From an optimization exercise on the open Yosys and OpenROAD flow, aimed at small area; shortcuts taken in it are not production practice.
The RTL of this run was laid out without a check of its function.
Power figures rest on the tool's default switching activity, not on a simulated workload.

`flow/run.sh`:
```
#!/bin/bash
# synth_recipe.tcl (not shown) runs the flow's synth.tcl, then flattens the netlist and writes it again
# the make line also repeats each setting of config.mk as NAME=value (left out here)
make -C /OpenROAD-flow-scripts/flow DESIGN_CONFIG=/design/flow/config.mk WORK_HOME=/design/flow/orfs CLKGATE_MAP_FILE= SYNTH_SCRIPT=/design/flow/synth_recipe.tcl finish
```
`flow/config.mk`:
```
export PLATFORM = sky130hd
export DESIGN_NAME = Median_Finder_9inputs_8bits
export DESIGN_NICKNAME = Median_Finder_9inputs_8bits
export VERILOG_FILES = /design/flow/design.v
export SDC_FILE = /design/flow/constraint.sdc
export NUM_CORES = 4
export LEC_CHECK = 0
export ABC_AREA = 1
export CAP_MARGIN = 20
export CORE_MARGIN = 2
export CORE_UTILIZATION = 40
export SLEW_MARGIN = 20
```
`flow/constraint.sdc`:
```
create_clock -name core_clock -period 2.5 [get_ports {clk}]
set_input_delay 0.5000 -clock core_clock [delete_from_list [all_inputs] [get_ports {clk}]]
set_output_delay 0.5000 -clock core_clock [all_outputs]
set_load 0.01 [all_outputs]
```
`flow/design.v`:
```
module Median_Finder_9inputs_8bits(
    output wire [7:0] median_pixel,
    output wire       out_valid,
    input  wire [7:0] pixel0, pixel1, pixel2,
    input  wire [7:0] pixel3, pixel4, pixel5,
    input  wire [7:0] pixel6, pixel7, pixel8,
    input  wire       in_valid,
    input  wire       rst,
    input  wire       clk
);
    reg [1:0] valid_q;
    always @(posedge clk) begin
        if (rst) valid_q <= 2'b0;
        else     valid_q <= {valid_q[0:0], in_valid};
    end
    assign out_valid = valid_q[1];
    wire [7:0] x0_0 = pixel0, x0_1 = pixel1, x0_2 = pixel2;
    wire [7:0] x0_3 = pixel3, x0_4 = pixel4, x0_5 = pixel5;
    wire [7:0] x0_6 = pixel6, x0_7 = pixel7, x0_8 = pixel8;
    wire [7:0] m;    
    wire e7_0 = x0_0[7];
    wire e7_1 = x0_1[7];
    wire e7_2 = x0_2[7];
    wire e7_3 = x0_3[7];
    wire e7_4 = x0_4[7];
    wire e7_5 = x0_5[7];
    wire e7_6 = x0_6[7];
    wire e7_7 = x0_7[7];
    wire e7_8 = x0_8[7];
    assign m[7] = maj9({e7_8, e7_7, e7_6, e7_5, e7_4, e7_3, e7_2, e7_1, e7_0});
    wire g7_0 = 1'b0, l7_0 = 1'b0;
    wire g7_1 = 1'b0, l7_1 = 1'b0;
    wire g7_2 = 1'b0, l7_2 = 1'b0;
    wire g7_3 = 1'b0, l7_3 = 1'b0;
    wire g7_4 = 1'b0, l7_4 = 1'b0;
    wire g7_5 = 1'b0, l7_5 = 1'b0;
    wire g7_6 = 1'b0, l7_6 = 1'b0;
    wire g7_7 = 1'b0, l7_7 = 1'b0;
    wire g7_8 = 1'b0, l7_8 = 1'b0;
    wire P6_0 = g7_0 | (x0_0[6] & e7_0);
    wire Q6_0 = e7_0 | (x0_0[6] & ~l7_0);
    wire e6_0 = m[7] ? P6_0 : Q6_0;
    wire P6_1 = g7_1 | (x0_1[6] & e7_1);
    wire Q6_1 = e7_1 | (x0_1[6] & ~l7_1);
    wire e6_1 = m[7] ? P6_1 : Q6_1;
    wire P6_2 = g7_2 | (x0_2[6] & e7_2);
    wire Q6_2 = e7_2 | (x0_2[6] & ~l7_2);
    wire e6_2 = m[7] ? P6_2 : Q6_2;
    wire P6_3 = g7_3 | (x0_3[6] & e7_3);
    wire Q6_3 = e7_3 | (x0_3[6] & ~l7_3);
    wire e6_3 = m[7] ? P6_3 : Q6_3;
    wire P6_4 = g7_4 | (x0_4[6] & e7_4);
    wire Q6_4 = e7_4 | (x0_4[6] & ~l7_4);
    wire e6_4 = m[7] ? P6_4 : Q6_4;
    wire P6_5 = g7_5 | (x0_5[6] & e7_5);
    wire Q6_5 = e7_5 | (x0_5[6] & ~l7_5);
    wire e6_5 = m[7] ? P6_5 : Q6_5;
    wire P6_6 = g7_6 | (x0_6[6] & e7_6);
    wire Q6_6 = e7_6 | (x0_6[6] & ~l7_6);
    wire e6_6 = m[7] ? P6_6 : Q6_6;
    wire P6_7 = g7_7 | (x0_7[6] & e7_7);
    wire Q6_7 = e7_7 | (x0_7[6] & ~l7_7);
    wire e6_7 = m[7] ? P6_7 : Q6_7;
    wire P6_8 = g7_8 | (x0_8[6] & e7_8);
    wire Q6_8 = e7_8 | (x0_8[6] & ~l7_8);
    wire e6_8 = m[7] ? P6_8 : Q6_8;
    wire majP6 = maj9({P6_8, P6_7, P6_6, P6_5, P6_4, P6_3, P6_2, P6_1, P6_0});
    wire majQ6 = maj9({Q6_8, Q6_7, Q6_6, Q6_5, Q6_4, Q6_3, Q6_2, Q6_1, Q6_0});
    assign m[6] = m[7] ? majP6 : majQ6;
    wire g6_0 = m[7] ? g7_0 : e7_0;
    wire l6_0 = m[7] ? (l7_0 | ~e7_0) : l7_0;
    wire g6_1 = m[7] ? g7_1 : e7_1;
    wire l6_1 = m[7] ? (l7_1 | ~e7_1) : l7_1;
    wire g6_2 = m[7] ? g7_2 : e7_2;
    wire l6_2 = m[7] ? (l7_2 | ~e7_2) : l7_2;
    wire g6_3 = m[7] ? g7_3 : e7_3;
    wire l6_3 = m[7] ? (l7_3 | ~e7_3) : l7_3;
    wire g6_4 = m[7] ? g7_4 : e7_4;
    wire l6_4 = m[7] ? (l7_4 | ~e7_4) : l7_4;
    wire g6_5 = m[7] ? g7_5 : e7_5;
    wire l6_5 = m[7] ? (l7_5 | ~e7_5) : l7_5;
    wire g6_6 = m[7] ? g7_6 : e7_6;
    wire l6_6 = m[7] ? (l7_6 | ~e7_6) : l7_6;
    wire g6_7 = m[7] ? g7_7 : e7_7;
    wire l6_7 = m[7] ? (l7_7 | ~e7_7) : l7_7;
    wire g6_8 = m[7] ? g7_8 : e7_8;
    wire l6_8 = m[7] ? (l7_8 | ~e7_8) : l7_8;
    wire P5_0 = g6_0 | (x0_0[5] & e6_0);
    wire Q5_0 = e6_0 | (x0_0[5] & ~l6_0);
    wire e5_0 = m[6] ? P5_0 : Q5_0;
    wire P5_1 = g6_1 | (x0_1[5] & e6_1);
    wire Q5_1 = e6_1 | (x0_1[5] & ~l6_1);
    wire e5_1 = m[6] ? P5_1 : Q5_1;
    wire P5_2 = g6_2 | (x0_2[5] & e6_2);
    wire Q5_2 = e6_2 | (x0_2[5] & ~l6_2);
    wire e5_2 = m[6] ? P5_2 : Q5_2;
    wire P5_3 = g6_3 | (x0_3[5] & e6_3);
    wire Q5_3 = e6_3 | (x0_3[5] & ~l6_3);
    wire e5_3 = m[6] ? P5_3 : Q5_3;
    wire P5_4 = g6_4 | (x0_4[5] & e6_4);
    wire Q5_4 = e6_4 | (x0_4[5] & ~l6_4);
    wire e5_4 = m[6] ? P5_4 : Q5_4;
    wire P5_5 = g6_5 | (x0_5[5] & e6_5);
    wire Q5_5 = e6_5 | (x0_5[5] & ~l6_5);
    wire e5_5 = m[6] ? P5_5 : Q5_5;
    wire P5_6 = g6_6 | (x0_6[5] & e6_6);
    wire Q5_6 = e6_6 | (x0_6[5] & ~l6_6);
    wire e5_6 = m[6] ? P5_6 : Q5_6;
    wire P5_7 = g6_7 | (x0_7[5] & e6_7);
    wire Q5_7 = e6_7 | (x0_7[5] & ~l6_7);
    wire e5_7 = m[6] ? P5_7 : Q5_7;
    wire P5_8 = g6_8 | (x0_8[5] & e6_8);
    wire Q5_8 = e6_8 | (x0_8[5] & ~l6_8);
    wire e5_8 = m[6] ? P5_8 : Q5_8;
    wire majP5 = maj9({P5_8, P5_7, P5_6, P5_5, P5_4, P5_3, P5_2, P5_1, P5_0});
    wire majQ5 = maj9({Q5_8, Q5_7, Q5_6, Q5_5, Q5_4, Q5_3, Q5_2, Q5_1, Q5_0});
    assign m[5] = m[6] ? majP5 : majQ5;
    wire g5_0 = m[6] ? g6_0 : e6_0;
    wire l5_0 = m[6] ? (l6_0 | ~e6_0) : l6_0;
    wire g5_1 = m[6] ? g6_1 : e6_1;
    wire l5_1 = m[6] ? (l6_1 | ~e6_1) : l6_1;
    wire g5_2 = m[6] ? g6_2 : e6_2;
    wire l5_2 = m[6] ? (l6_2 | ~e6_2) : l6_2;
    wire g5_3 = m[6] ? g6_3 : e6_3;
    wire l5_3 = m[6] ? (l6_3 | ~e6_3) : l6_3;
    wire g5_4 = m[6] ? g6_4 : e6_4;
    wire l5_4 = m[6] ? (l6_4 | ~e6_4) : l6_4;
    wire g5_5 = m[6] ? g6_5 : e6_5;
    wire l5_5 = m[6] ? (l6_5 | ~e6_5) : l6_5;
    wire g5_6 = m[6] ? g6_6 : e6_6;
    wire l5_6 = m[6] ? (l6_6 | ~e6_6) : l6_6;
    wire g5_7 = m[6] ? g6_7 : e6_7;
    wire l5_7 = m[6] ? (l6_7 | ~e6_7) : l6_7;
    wire g5_8 = m[6] ? g6_8 : e6_8;
    wire l5_8 = m[6] ? (l6_8 | ~e6_8) : l6_8;
    wire P4_0 = g5_0 | (x0_0[4] & e5_0);
    wire Q4_0 = e5_0 | (x0_0[4] & ~l5_0);
    wire e4_0 = m[5] ? P4_0 : Q4_0;
    wire P4_1 = g5_1 | (x0_1[4] & e5_1);
    wire Q4_1 = e5_1 | (x0_1[4] & ~l5_1);
    wire e4_1 = m[5] ? P4_1 : Q4_1;
    wire P4_2 = g5_2 | (x0_2[4] & e5_2);
    wire Q4_2 = e5_2 | (x0_2[4] & ~l5_2);
    wire e4_2 = m[5] ? P4_2 : Q4_2;
    wire P4_3 = g5_3 | (x0_3[4] & e5_3);
    wire Q4_3 = e5_3 | (x0_3[4] & ~l5_3);
    wire e4_3 = m[5] ? P4_3 : Q4_3;
    wire P4_4 = g5_4 | (x0_4[4] & e5_4);
    wire Q4_4 = e5_4 | (x0_4[4] & ~l5_4);
    wire e4_4 = m[5] ? P4_4 : Q4_4;
    wire P4_5 = g5_5 | (x0_5[4] & e5_5);
    wire Q4_5 = e5_5 | (x0_5[4] & ~l5_5);
    wire e4_5 = m[5] ? P4_5 : Q4_5;
    wire P4_6 = g5_6 | (x0_6[4] & e5_6);
    wire Q4_6 = e5_6 | (x0_6[4] & ~l5_6);
    wire e4_6 = m[5] ? P4_6 : Q4_6;
    wire P4_7 = g5_7 | (x0_7[4] & e5_7);
    wire Q4_7 = e5_7 | (x0_7[4] & ~l5_7);
    wire e4_7 = m[5] ? P4_7 : Q4_7;
    wire P4_8 = g5_8 | (x0_8[4] & e5_8);
    wire Q4_8 = e5_8 | (x0_8[4] & ~l5_8);
    wire e4_8 = m[5] ? P4_8 : Q4_8;
    wire majP4 = maj9({P4_8, P4_7, P4_6, P4_5, P4_4, P4_3, P4_2, P4_1, P4_0});
    wire majQ4 = maj9({Q4_8, Q4_7, Q4_6, Q4_5, Q4_4, Q4_3, Q4_2, Q4_1, Q4_0});
    assign m[4] = m[5] ? majP4 : majQ4;
    wire g4_0 = m[5] ? g5_0 : e5_0;
    wire l4_0 = m[5] ? (l5_0 | ~e5_0) : l5_0;
    wire g4_1 = m[5] ? g5_1 : e5_1;
    wire l4_1 = m[5] ? (l5_1 | ~e5_1) : l5_1;
    wire g4_2 = m[5] ? g5_2 : e5_2;
    wire l4_2 = m[5] ? (l5_2 | ~e5_2) : l5_2;
    wire g4_3 = m[5] ? g5_3 : e5_3;
    wire l4_3 = m[5] ? (l5_3 | ~e5_3) : l5_3;
    wire g4_4 = m[5] ? g5_4 : e5_4;
    wire l4_4 = m[5] ? (l5_4 | ~e5_4) : l5_4;
    wire g4_5 = m[5] ? g5_5 : e5_5;
    wire l4_5 = m[5] ? (l5_5 | ~e5_5) : l5_5;
    wire g4_6 = m[5] ? g5_6 : e5_6;
    wire l4_6 = m[5] ? (l5_6 | ~e5_6) : l5_6;
    wire g4_7 = m[5] ? g5_7 : e5_7;
    wire l4_7 = m[5] ? (l5_7 | ~e5_7) : l5_7;
    wire g4_8 = m[5] ? g5_8 : e5_8;
    wire l4_8 = m[5] ? (l5_8 | ~e5_8) : l5_8;
    wire gf0_0 = g4_0 | (e4_0 & ~m[4]);
    wire lf0_0 = l4_0 | (~e4_0 & m[4]);
    wire gf0_1 = g4_1 | (e4_1 & ~m[4]);
    wire lf0_1 = l4_1 | (~e4_1 & m[4]);
    wire gf0_2 = g4_2 | (e4_2 & ~m[4]);
    wire lf0_2 = l4_2 | (~e4_2 & m[4]);
    wire gf0_3 = g4_3 | (e4_3 & ~m[4]);
    wire lf0_3 = l4_3 | (~e4_3 & m[4]);
    wire gf0_4 = g4_4 | (e4_4 & ~m[4]);
    wire lf0_4 = l4_4 | (~e4_4 & m[4]);
    wire gf0_5 = g4_5 | (e4_5 & ~m[4]);
    wire lf0_5 = l4_5 | (~e4_5 & m[4]);
    wire gf0_6 = g4_6 | (e4_6 & ~m[4]);
    wire lf0_6 = l4_6 | (~e4_6 & m[4]);
    wire gf0_7 = g4_7 | (e4_7 & ~m[4]);
    wire lf0_7 = l4_7 | (~e4_7 & m[4]);
    wire gf0_8 = g4_8 | (e4_8 & ~m[4]);
    wire lf0_8 = l4_8 | (~e4_8 & m[4]);
    reg [3:0] x1_0, x1_1, x1_2, x1_3, x1_4, x1_5, x1_6, x1_7, x1_8;
    reg [7:4] mr0;
    always @(posedge clk) begin
        x1_0 <= ({4{gf0_0}} | x0_0[3:0]) & ~{4{lf0_0}};
        x1_1 <= ({4{gf0_1}} | x0_1[3:0]) & ~{4{lf0_1}};
        x1_2 <= ({4{gf0_2}} | x0_2[3:0]) & ~{4{lf0_2}};
        x1_3 <= ({4{gf0_3}} | x0_3[3:0]) & ~{4{lf0_3}};
        x1_4 <= ({4{gf0_4}} | x0_4[3:0]) & ~{4{lf0_4}};
        x1_5 <= ({4{gf0_5}} | x0_5[3:0]) & ~{4{lf0_5}};
        x1_6 <= ({4{gf0_6}} | x0_6[3:0]) & ~{4{lf0_6}};
        x1_7 <= ({4{gf0_7}} | x0_7[3:0]) & ~{4{lf0_7}};
        x1_8 <= ({4{gf0_8}} | x0_8[3:0]) & ~{4{lf0_8}};
        mr0 <= m[7:4];
    end
    wire e3_0 = x1_0[3];
    wire e3_1 = x1_1[3];
    wire e3_2 = x1_2[3];
    wire e3_3 = x1_3[3];
    wire e3_4 = x1_4[3];
    wire e3_5 = x1_5[3];
    wire e3_6 = x1_6[3];
    wire e3_7 = x1_7[3];
    wire e3_8 = x1_8[3];
    assign m[3] = maj9({e3_8, e3_7, e3_6, e3_5, e3_4, e3_3, e3_2, e3_1, e3_0});
    wire g3_0 = 1'b0, l3_0 = 1'b0;
    wire g3_1 = 1'b0, l3_1 = 1'b0;
    wire g3_2 = 1'b0, l3_2 = 1'b0;
    wire g3_3 = 1'b0, l3_3 = 1'b0;
    wire g3_4 = 1'b0, l3_4 = 1'b0;
    wire g3_5 = 1'b0, l3_5 = 1'b0;
    wire g3_6 = 1'b0, l3_6 = 1'b0;
    wire g3_7 = 1'b0, l3_7 = 1'b0;
    wire g3_8 = 1'b0, l3_8 = 1'b0;
    wire P2_0 = g3_0 | (x1_0[2] & e3_0);
    wire Q2_0 = e3_0 | (x1_0[2] & ~l3_0);
    wire e2_0 = m[3] ? P2_0 : Q2_0;
    wire P2_1 = g3_1 | (x1_1[2] & e3_1);
    wire Q2_1 = e3_1 | (x1_1[2] & ~l3_1);
    wire e2_1 = m[3] ? P2_1 : Q2_1;
    wire P2_2 = g3_2 | (x1_2[2] & e3_2);
    wire Q2_2 = e3_2 | (x1_2[2] & ~l3_2);
    wire e2_2 = m[3] ? P2_2 : Q2_2;
    wire P2_3 = g3_3 | (x1_3[2] & e3_3);
    wire Q2_3 = e3_3 | (x1_3[2] & ~l3_3);
    wire e2_3 = m[3] ? P2_3 : Q2_3;
    wire P2_4 = g3_4 | (x1_4[2] & e3_4);
    wire Q2_4 = e3_4 | (x1_4[2] & ~l3_4);
    wire e2_4 = m[3] ? P2_4 : Q2_4;
    wire P2_5 = g3_5 | (x1_5[2] & e3_5);
    wire Q2_5 = e3_5 | (x1_5[2] & ~l3_5);
    wire e2_5 = m[3] ? P2_5 : Q2_5;
    wire P2_6 = g3_6 | (x1_6[2] & e3_6);
    wire Q2_6 = e3_6 | (x1_6[2] & ~l3_6);
    wire e2_6 = m[3] ? P2_6 : Q2_6;
    wire P2_7 = g3_7 | (x1_7[2] & e3_7);
    wire Q2_7 = e3_7 | (x1_7[2] & ~l3_7);
    wire e2_7 = m[3] ? P2_7 : Q2_7;
    wire P2_8 = g3_8 | (x1_8[2] & e3_8);
    wire Q2_8 = e3_8 | (x1_8[2] & ~l3_8);
    wire e2_8 = m[3] ? P2_8 : Q2_8;
    wire majP2 = maj9({P2_8, P2_7, P2_6, P2_5, P2_4, P2_3, P2_2, P2_1, P2_0});
    wire majQ2 = maj9({Q2_8, Q2_7, Q2_6, Q2_5, Q2_4, Q2_3, Q2_2, Q2_1, Q2_0});
    assign m[2] = m[3] ? majP2 : majQ2;
    wire g2_0 = m[3] ? g3_0 : e3_0;
    wire l2_0 = m[3] ? (l3_0 | ~e3_0) : l3_0;
    wire g2_1 = m[3] ? g3_1 : e3_1;
    wire l2_1 = m[3] ? (l3_1 | ~e3_1) : l3_1;
    wire g2_2 = m[3] ? g3_2 : e3_2;
    wire l2_2 = m[3] ? (l3_2 | ~e3_2) : l3_2;
    wire g2_3 = m[3] ? g3_3 : e3_3;
    wire l2_3 = m[3] ? (l3_3 | ~e3_3) : l3_3;
    wire g2_4 = m[3] ? g3_4 : e3_4;
    wire l2_4 = m[3] ? (l3_4 | ~e3_4) : l3_4;
    wire g2_5 = m[3] ? g3_5 : e3_5;
    wire l2_5 = m[3] ? (l3_5 | ~e3_5) : l3_5;
    wire g2_6 = m[3] ? g3_6 : e3_6;
    wire l2_6 = m[3] ? (l3_6 | ~e3_6) : l3_6;
    wire g2_7 = m[3] ? g3_7 : e3_7;
    wire l2_7 = m[3] ? (l3_7 | ~e3_7) : l3_7;
    wire g2_8 = m[3] ? g3_8 : e3_8;
    wire l2_8 = m[3] ? (l3_8 | ~e3_8) : l3_8;
    wire P1_0 = g2_0 | (x1_0[1] & e2_0);
    wire Q1_0 = e2_0 | (x1_0[1] & ~l2_0);
    wire e1_0 = m[2] ? P1_0 : Q1_0;
    wire P1_1 = g2_1 | (x1_1[1] & e2_1);
    wire Q1_1 = e2_1 | (x1_1[1] & ~l2_1);
    wire e1_1 = m[2] ? P1_1 : Q1_1;
    wire P1_2 = g2_2 | (x1_2[1] & e2_2);
    wire Q1_2 = e2_2 | (x1_2[1] & ~l2_2);
    wire e1_2 = m[2] ? P1_2 : Q1_2;
    wire P1_3 = g2_3 | (x1_3[1] & e2_3);
    wire Q1_3 = e2_3 | (x1_3[1] & ~l2_3);
    wire e1_3 = m[2] ? P1_3 : Q1_3;
    wire P1_4 = g2_4 | (x1_4[1] & e2_4);
    wire Q1_4 = e2_4 | (x1_4[1] & ~l2_4);
    wire e1_4 = m[2] ? P1_4 : Q1_4;
    wire P1_5 = g2_5 | (x1_5[1] & e2_5);
    wire Q1_5 = e2_5 | (x1_5[1] & ~l2_5);
    wire e1_5 = m[2] ? P1_5 : Q1_5;
    wire P1_6 = g2_6 | (x1_6[1] & e2_6);
    wire Q1_6 = e2_6 | (x1_6[1] & ~l2_6);
    wire e1_6 = m[2] ? P1_6 : Q1_6;
    wire P1_7 = g2_7 | (x1_7[1] & e2_7);
    wire Q1_7 = e2_7 | (x1_7[1] & ~l2_7);
    wire e1_7 = m[2] ? P1_7 : Q1_7;
    wire P1_8 = g2_8 | (x1_8[1] & e2_8);
    wire Q1_8 = e2_8 | (x1_8[1] & ~l2_8);
    wire e1_8 = m[2] ? P1_8 : Q1_8;
    wire majP1 = maj9({P1_8, P1_7, P1_6, P1_5, P1_4, P1_3, P1_2, P1_1, P1_0});
    wire majQ1 = maj9({Q1_8, Q1_7, Q1_6, Q1_5, Q1_4, Q1_3, Q1_2, Q1_1, Q1_0});
    assign m[1] = m[2] ? majP1 : majQ1;
    wire g1_0 = m[2] ? g2_0 : e2_0;
    wire l1_0 = m[2] ? (l2_0 | ~e2_0) : l2_0;
    wire g1_1 = m[2] ? g2_1 : e2_1;
    wire l1_1 = m[2] ? (l2_1 | ~e2_1) : l2_1;
    wire g1_2 = m[2] ? g2_2 : e2_2;
    wire l1_2 = m[2] ? (l2_2 | ~e2_2) : l2_2;
    wire g1_3 = m[2] ? g2_3 : e2_3;
    wire l1_3 = m[2] ? (l2_3 | ~e2_3) : l2_3;
    wire g1_4 = m[2] ? g2_4 : e2_4;
    wire l1_4 = m[2] ? (l2_4 | ~e2_4) : l2_4;
    wire g1_5 = m[2] ? g2_5 : e2_5;
    wire l1_5 = m[2] ? (l2_5 | ~e2_5) : l2_5;
    wire g1_6 = m[2] ? g2_6 : e2_6;
    wire l1_6 = m[2] ? (l2_6 | ~e2_6) : l2_6;
    wire g1_7 = m[2] ? g2_7 : e2_7;
    wire l1_7 = m[2] ? (l2_7 | ~e2_7) : l2_7;
    wire g1_8 = m[2] ? g2_8 : e2_8;
    wire l1_8 = m[2] ? (l2_8 | ~e2_8) : l2_8;
    wire gf1_0 = g1_0 | (e1_0 & ~m[1]);
    wire lf1_0 = l1_0 | (~e1_0 & m[1]);
    wire gf1_1 = g1_1 | (e1_1 & ~m[1]);
    wire lf1_1 = l1_1 | (~e1_1 & m[1]);
    wire gf1_2 = g1_2 | (e1_2 & ~m[1]);
    wire lf1_2 = l1_2 | (~e1_2 & m[1]);
    wire gf1_3 = g1_3 | (e1_3 & ~m[1]);
    wire lf1_3 = l1_3 | (~e1_3 & m[1]);
    wire gf1_4 = g1_4 | (e1_4 & ~m[1]);
    wire lf1_4 = l1_4 | (~e1_4 & m[1]);
    wire gf1_5 = g1_5 | (e1_5 & ~m[1]);
    wire lf1_5 = l1_5 | (~e1_5 & m[1]);
    wire gf1_6 = g1_6 | (e1_6 & ~m[1]);
    wire lf1_6 = l1_6 | (~e1_6 & m[1]);
    wire gf1_7 = g1_7 | (e1_7 & ~m[1]);
    wire lf1_7 = l1_7 | (~e1_7 & m[1]);
    wire gf1_8 = g1_8 | (e1_8 & ~m[1]);
    wire lf1_8 = l1_8 | (~e1_8 & m[1]);
    reg [0:0] x2_0, x2_1, x2_2, x2_3, x2_4, x2_5, x2_6, x2_7, x2_8;
    reg [7:1] mr1;
    always @(posedge clk) begin
        x2_0 <= ({1{gf1_0}} | x1_0[0:0]) & ~{1{lf1_0}};
        x2_1 <= ({1{gf1_1}} | x1_1[0:0]) & ~{1{lf1_1}};
        x2_2 <= ({1{gf1_2}} | x1_2[0:0]) & ~{1{lf1_2}};
        x2_3 <= ({1{gf1_3}} | x1_3[0:0]) & ~{1{lf1_3}};
        x2_4 <= ({1{gf1_4}} | x1_4[0:0]) & ~{1{lf1_4}};
        x2_5 <= ({1{gf1_5}} | x1_5[0:0]) & ~{1{lf1_5}};
        x2_6 <= ({1{gf1_6}} | x1_6[0:0]) & ~{1{lf1_6}};
        x2_7 <= ({1{gf1_7}} | x1_7[0:0]) & ~{1{lf1_7}};
        x2_8 <= ({1{gf1_8}} | x1_8[0:0]) & ~{1{lf1_8}};
        mr1 <= {mr0, m[3:1]};
    end
    wire e0_0 = x2_0[0];
    wire e0_1 = x2_1[0];
    wire e0_2 = x2_2[0];
    wire e0_3 = x2_3[0];
    wire e0_4 = x2_4[0];
    wire e0_5 = x2_5[0];
    wire e0_6 = x2_6[0];
    wire e0_7 = x2_7[0];
    wire e0_8 = x2_8[0];
    assign m[0] = maj9({e0_8, e0_7, e0_6, e0_5, e0_4, e0_3, e0_2, e0_1, e0_0});
    wire g0_0 = 1'b0, l0_0 = 1'b0;
    wire g0_1 = 1'b0, l0_1 = 1'b0;
    wire g0_2 = 1'b0, l0_2 = 1'b0;
    wire g0_3 = 1'b0, l0_3 = 1'b0;
    wire g0_4 = 1'b0, l0_4 = 1'b0;
    wire g0_5 = 1'b0, l0_5 = 1'b0;
    wire g0_6 = 1'b0, l0_6 = 1'b0;
    wire g0_7 = 1'b0, l0_7 = 1'b0;
    wire g0_8 = 1'b0, l0_8 = 1'b0;
    wire gf2_0 = g0_0 | (e0_0 & ~m[0]);
    wire lf2_0 = l0_0 | (~e0_0 & m[0]);
    wire gf2_1 = g0_1 | (e0_1 & ~m[0]);
    wire lf2_1 = l0_1 | (~e0_1 & m[0]);
    wire gf2_2 = g0_2 | (e0_2 & ~m[0]);
    wire lf2_2 = l0_2 | (~e0_2 & m[0]);
    wire gf2_3 = g0_3 | (e0_3 & ~m[0]);
    wire lf2_3 = l0_3 | (~e0_3 & m[0]);
    wire gf2_4 = g0_4 | (e0_4 & ~m[0]);
    wire lf2_4 = l0_4 | (~e0_4 & m[0]);
    wire gf2_5 = g0_5 | (e0_5 & ~m[0]);
    wire lf2_5 = l0_5 | (~e0_5 & m[0]);
    wire gf2_6 = g0_6 | (e0_6 & ~m[0]);
    wire lf2_6 = l0_6 | (~e0_6 & m[0]);
    wire gf2_7 = g0_7 | (e0_7 & ~m[0]);
    wire lf2_7 = l0_7 | (~e0_7 & m[0]);
    wire gf2_8 = g0_8 | (e0_8 & ~m[0]);
    wire lf2_8 = l0_8 | (~e0_8 & m[0]);
    assign median_pixel = {mr1, m[0:0]};
    function maj9(input [8:0] v);
        begin
            maj9 = maj3((&v[2:0]) | (&v[5:3]) | (&v[8:6]),
                        (|v[2:0]) & (|v[5:3]) & (|v[8:6]),
                        maj3(maj3(v[0], v[1], v[2]), maj3(v[3], v[4], v[5]),
                             maj3(v[6], v[7], v[8])));
        end
    endfunction
    function maj3(input a, input b, input c);
        maj3 = (a & b) | (b & c) | (a & c);
    endfunction
endmodule
```
==> out/qor.yml <==
clock_network:
  cts_tree: "yes"
  cts-root-buf: "clkbuf_16"
  clkTransAtPathRegs_ps: 60
  cts_max_level: 3
  numClockSinks: 58
  cts_inserted_buffers: 9
  clockBufferDepth: 2
  worstSkewPairLatency_ps: 340
placed_design:
  detailed_place_hpwl_mm: 16.78
  dpl_cell_area_um2: 8713
  pre_cts_slack_ps: -1351
  dp.cells: 1586
  gp_congestion: 0.8918
  portBuffers: 83
setup_path:
  crit_buf_inv: 6
  cp-end-kind: "flop"
  ff2ff_path_depth: 20
  critical_path_required_ps: 2790
  cp.depth: 28
  critPathKind: "in -> reg"
  path_common_cell: "nand2_1"
  r2r_slack_ps: -120
  worstPathMaxFanout: 6
  cp.arrival_ps: 3400
  startpoint_type: "primary input"
  crit_family: "simple AND/OR/NAND/NOR gates"
  timing.rr.start: "x1_7[3]"
  slowest_stage: "a21oi_4"
  regToRegEndpoint: "mr1[1]"
  slowest_delay_ps: 230
global_route:
  grt_max_degree: 28
  grt_pass1_wl_mm: 38.00
  grt_pass1_vias: 8057
  antenna_found_initial: 0
  grt_use_total_pct: 28.79
  overflow: 0
hold_path:
  whs_path_depth: 0
  hp-class: "reg -> reg"
  hold-path-endpoint: "mr1[5]"
  hp-start: "mr0[5]"
timing:
  holdWs_ps: 324.3
  fin_skew_ps: 7.729
  period_needed_ps: 3112
  finalSetupViolations: 47
  rsz0062_at_grt: "true"
  final_hold_viol_count: 0
  fmax_mhz: 321.3
  drv_slew: 0
  fin_ws_ps: -612.4
  max_slew_margin_pct: 71.37
  worst_slew_pin_slew_ps: 425.0
  post-route-period-util_pct: 124.5
status:
  failed_checks: "setup timing"
  status: "failed layout checks"
die:
  start_util_pct: 40.97
  die_w_um: 128.8
  dieHeight_um: 128.8
  row_count: 45
  dieArea_um2: 16590
  core_um2: 15200
  io_pins: 84
finish:
  diodes: 0
  nets: 1546
  final_cell_mix: "304 x nand2_1, 210 x buf_4, 157 x inv_1, 95 x nand3_1, 89 x nand2_2"
  final_area_um2: 11070
  drive_gt1_share_pct: 43.77
  layout_commonest_cell: "nand2_1"
  area_growth_pct: 77.76
  seq_area_um2: 1180
  fin_cells: 1664
  multi_input_area_um2: 5534
  fillCellCount: 1215
routing:
  drt_iter0_markers: 622
  route.detailed.drc: 0
  ant_nets: 0
  vias: 8619
  drt_first_pass_iters: 5
  wire_per_inst_um: 15.16
  drt-total-wl_mm: 25.22
  viasPerCell: 5.180
power_and_ir_drop:
  p_leak_nw: 5.857
  irDropWorstVdd_mv: 0.8197
  finalPower_mw: 13.67
  powerDensity_nw_per_um2: 1234
logic_synthesis:
  synth_nets: 1232
  synth-seq-area-share_pct: 18.64
  synth_edf_count: 0
  avgSynthCellArea_um2: 5.383
  synth_ff_type: "dfxtp_1"
  netlist_area_um2: 6228
  ys_warn_count: 1
  synthCells: 1157
  synthDistinctLibCells: 44
  async_flop_share_pct: 0
  ys_ff_latch: 58
run:
  maxCapViolations: 0
cells in the mapped netlist, types with 3 or more instances:
cell type | n | area, µm²
maj3_1 | 4 | 40.04
nand2_8 | 3 | 60.06
dfxtp_1 | 58 | 1161
a21oi_4 | 9 | 146.4
clkbuf_1 | 4 | 15.01
nand2_2 | 16 | 100.1
buf_4 | 9 | 67.56
inv_2 | 15 | 56.30
o21ai_0 | 45 | 225.2
o221ai_1 | 6 | 52.55
nand2_1 | 416 | 1562
o21bai_1 | 4 | 30.03
nand2_4 | 6 | 67.56
a31oi_1 | 4 | 25.02
nand3b_1 | 3 | 22.52
o21ai_1 | 22 | 110.1
nor2_1 | 83 | 311.6
a21oi_1 | 44 | 220.2
nor3_1 | 4 | 20.02
nand3_1 | 171 | 855.8
o22ai_1 | 3 | 18.77
buf_2 | 8 | 40.04
nand3_2 | 6 | 60.06
inv_1 | 186 | 698.2
buf_6 | 6 | 67.56
logic make-up after synthesis:
logic type	after synthesis	share of synthesized area (%)
simple gates	716	50.32
buf+inv	231	15.61
compound gates	147	14.62
flops	58	18.64
fa+ha+maj	4	0.6429
mux	1	0.1607
area by class of cell:
class | count | share of cell area, %
flip-flops and latches | 58 | 10.66
well taps | 188 | 2.125
clock buffers | 9 | 2.034
inverters | 203 | 7.097
repair buffers | 328 | 27.19
multi-input cells | 871 | 49.98
clock inverters | 7 | 0.9154
worst register-to-register path, stage by stage, from the launching register on:
cell,delay (ps)
dfxtp_4,390
nand2_1,80
a21oi_2,150
nor2_1,60
a31oi_1,130
o21ai_1,90
nand2_1,110
buf_12,150
o21ai_1,100
buf_4,160
inv_1,60
nand2_1,100
nor2_2,140
nand2_1,60
nand3_1,100
o21bai_1,110
nand2_1,70
nand2_1,90
nand2_2,100
buf_6,150
buf_4,120
flip-flops by register name (all words and copies together), names as in the netlist, 2 cells and up:
signal and cells:
x1_3 4, mr1 7, x1_6 4, valid_q 2
x1_8 4, x1_4 4, x1_1 4, x1_5 4
x1_7 4, x1_0 4, x1_2 4, mr0 4
how the worst max path moves through the flow:
stage,from,end
after global routing,pixel8[6],x1_0[3]
after detailed placement,pixel0[7],x1_7[1]
final,pixel8[6],x1_0[0]
after CTS,pixel6[7],x1_4[3]
after floorplan,pixel0[7],x1_5[0]
after global placement,pixel0[7],x1_7[3]
power breakdown:
group | internal, mW | leakage, nW | switching (mW)
clock | 0.879 | 0.153 | 0.472
sequential | 1.43 | 0.488 | 0.322
combinational | 4.64 | 5.22 | 5.93
metal layers:
| layer | track usage [%] | vias to the layer above | routed length, µm |
|---|---|---|---|
| li1 | - | 4293 | - |
| met1 | 38.65 | 3927 | 11130 |
| met2 | 47.81 | 317 | 11790 |
| met3 | 4.324 | 82 | 1457 |
| met4 | 8.632 | 0 | 843 |
| met5 | 0 | - | 0 |
through the flow:
step | TNS, ps | utilization [%]
after floorplan | -10690 | -
after global placement | -50510 | 57.32
after detailed placement | -51800 | 57.32
after CTS | -14190 | 69.08
after global routing | -28410 | 72.83
final | -20840 | 72.83
timing repair:
| item | CTS | global route |
|---|---|---|
| resized for setup | 326 | 170 |
| cloned | 11 | 0 |
| buffers inserted | 44 | 9 |
| pin swaps | 94 | 113 |
| endpoints found under the setup margin | 49 | 48 |
| hold buffers | 0 | 0 |

-- static timing again, ports no longer ideal --
The results above use ideal ports. As a check the final layout listed here was re-extracted and re-timed, cells and wires unchanged.
Step 1, drivers: a clkbuf_16 drives clk and a buf_2 each remaining input, both assumed.
Step 2 times the ports against the registers' clock, not the clock port: input delays grow and output delays shrink by t, the midpoint of the rising clock arrivals with the driver on.
Slacks: no drivers / after step 1 / after step 2; pairs: no drivers / after step 1.
t (ns): 0.382
slack for setup (ns): -0.612 / -0.595 / -0.977
worst setup path after step 2: input to register
worst data-port slew with drivers (ns): 0.05
The setup slack of this run moves by +0.017 ns with the drivers and by -0.365 ns with both steps.
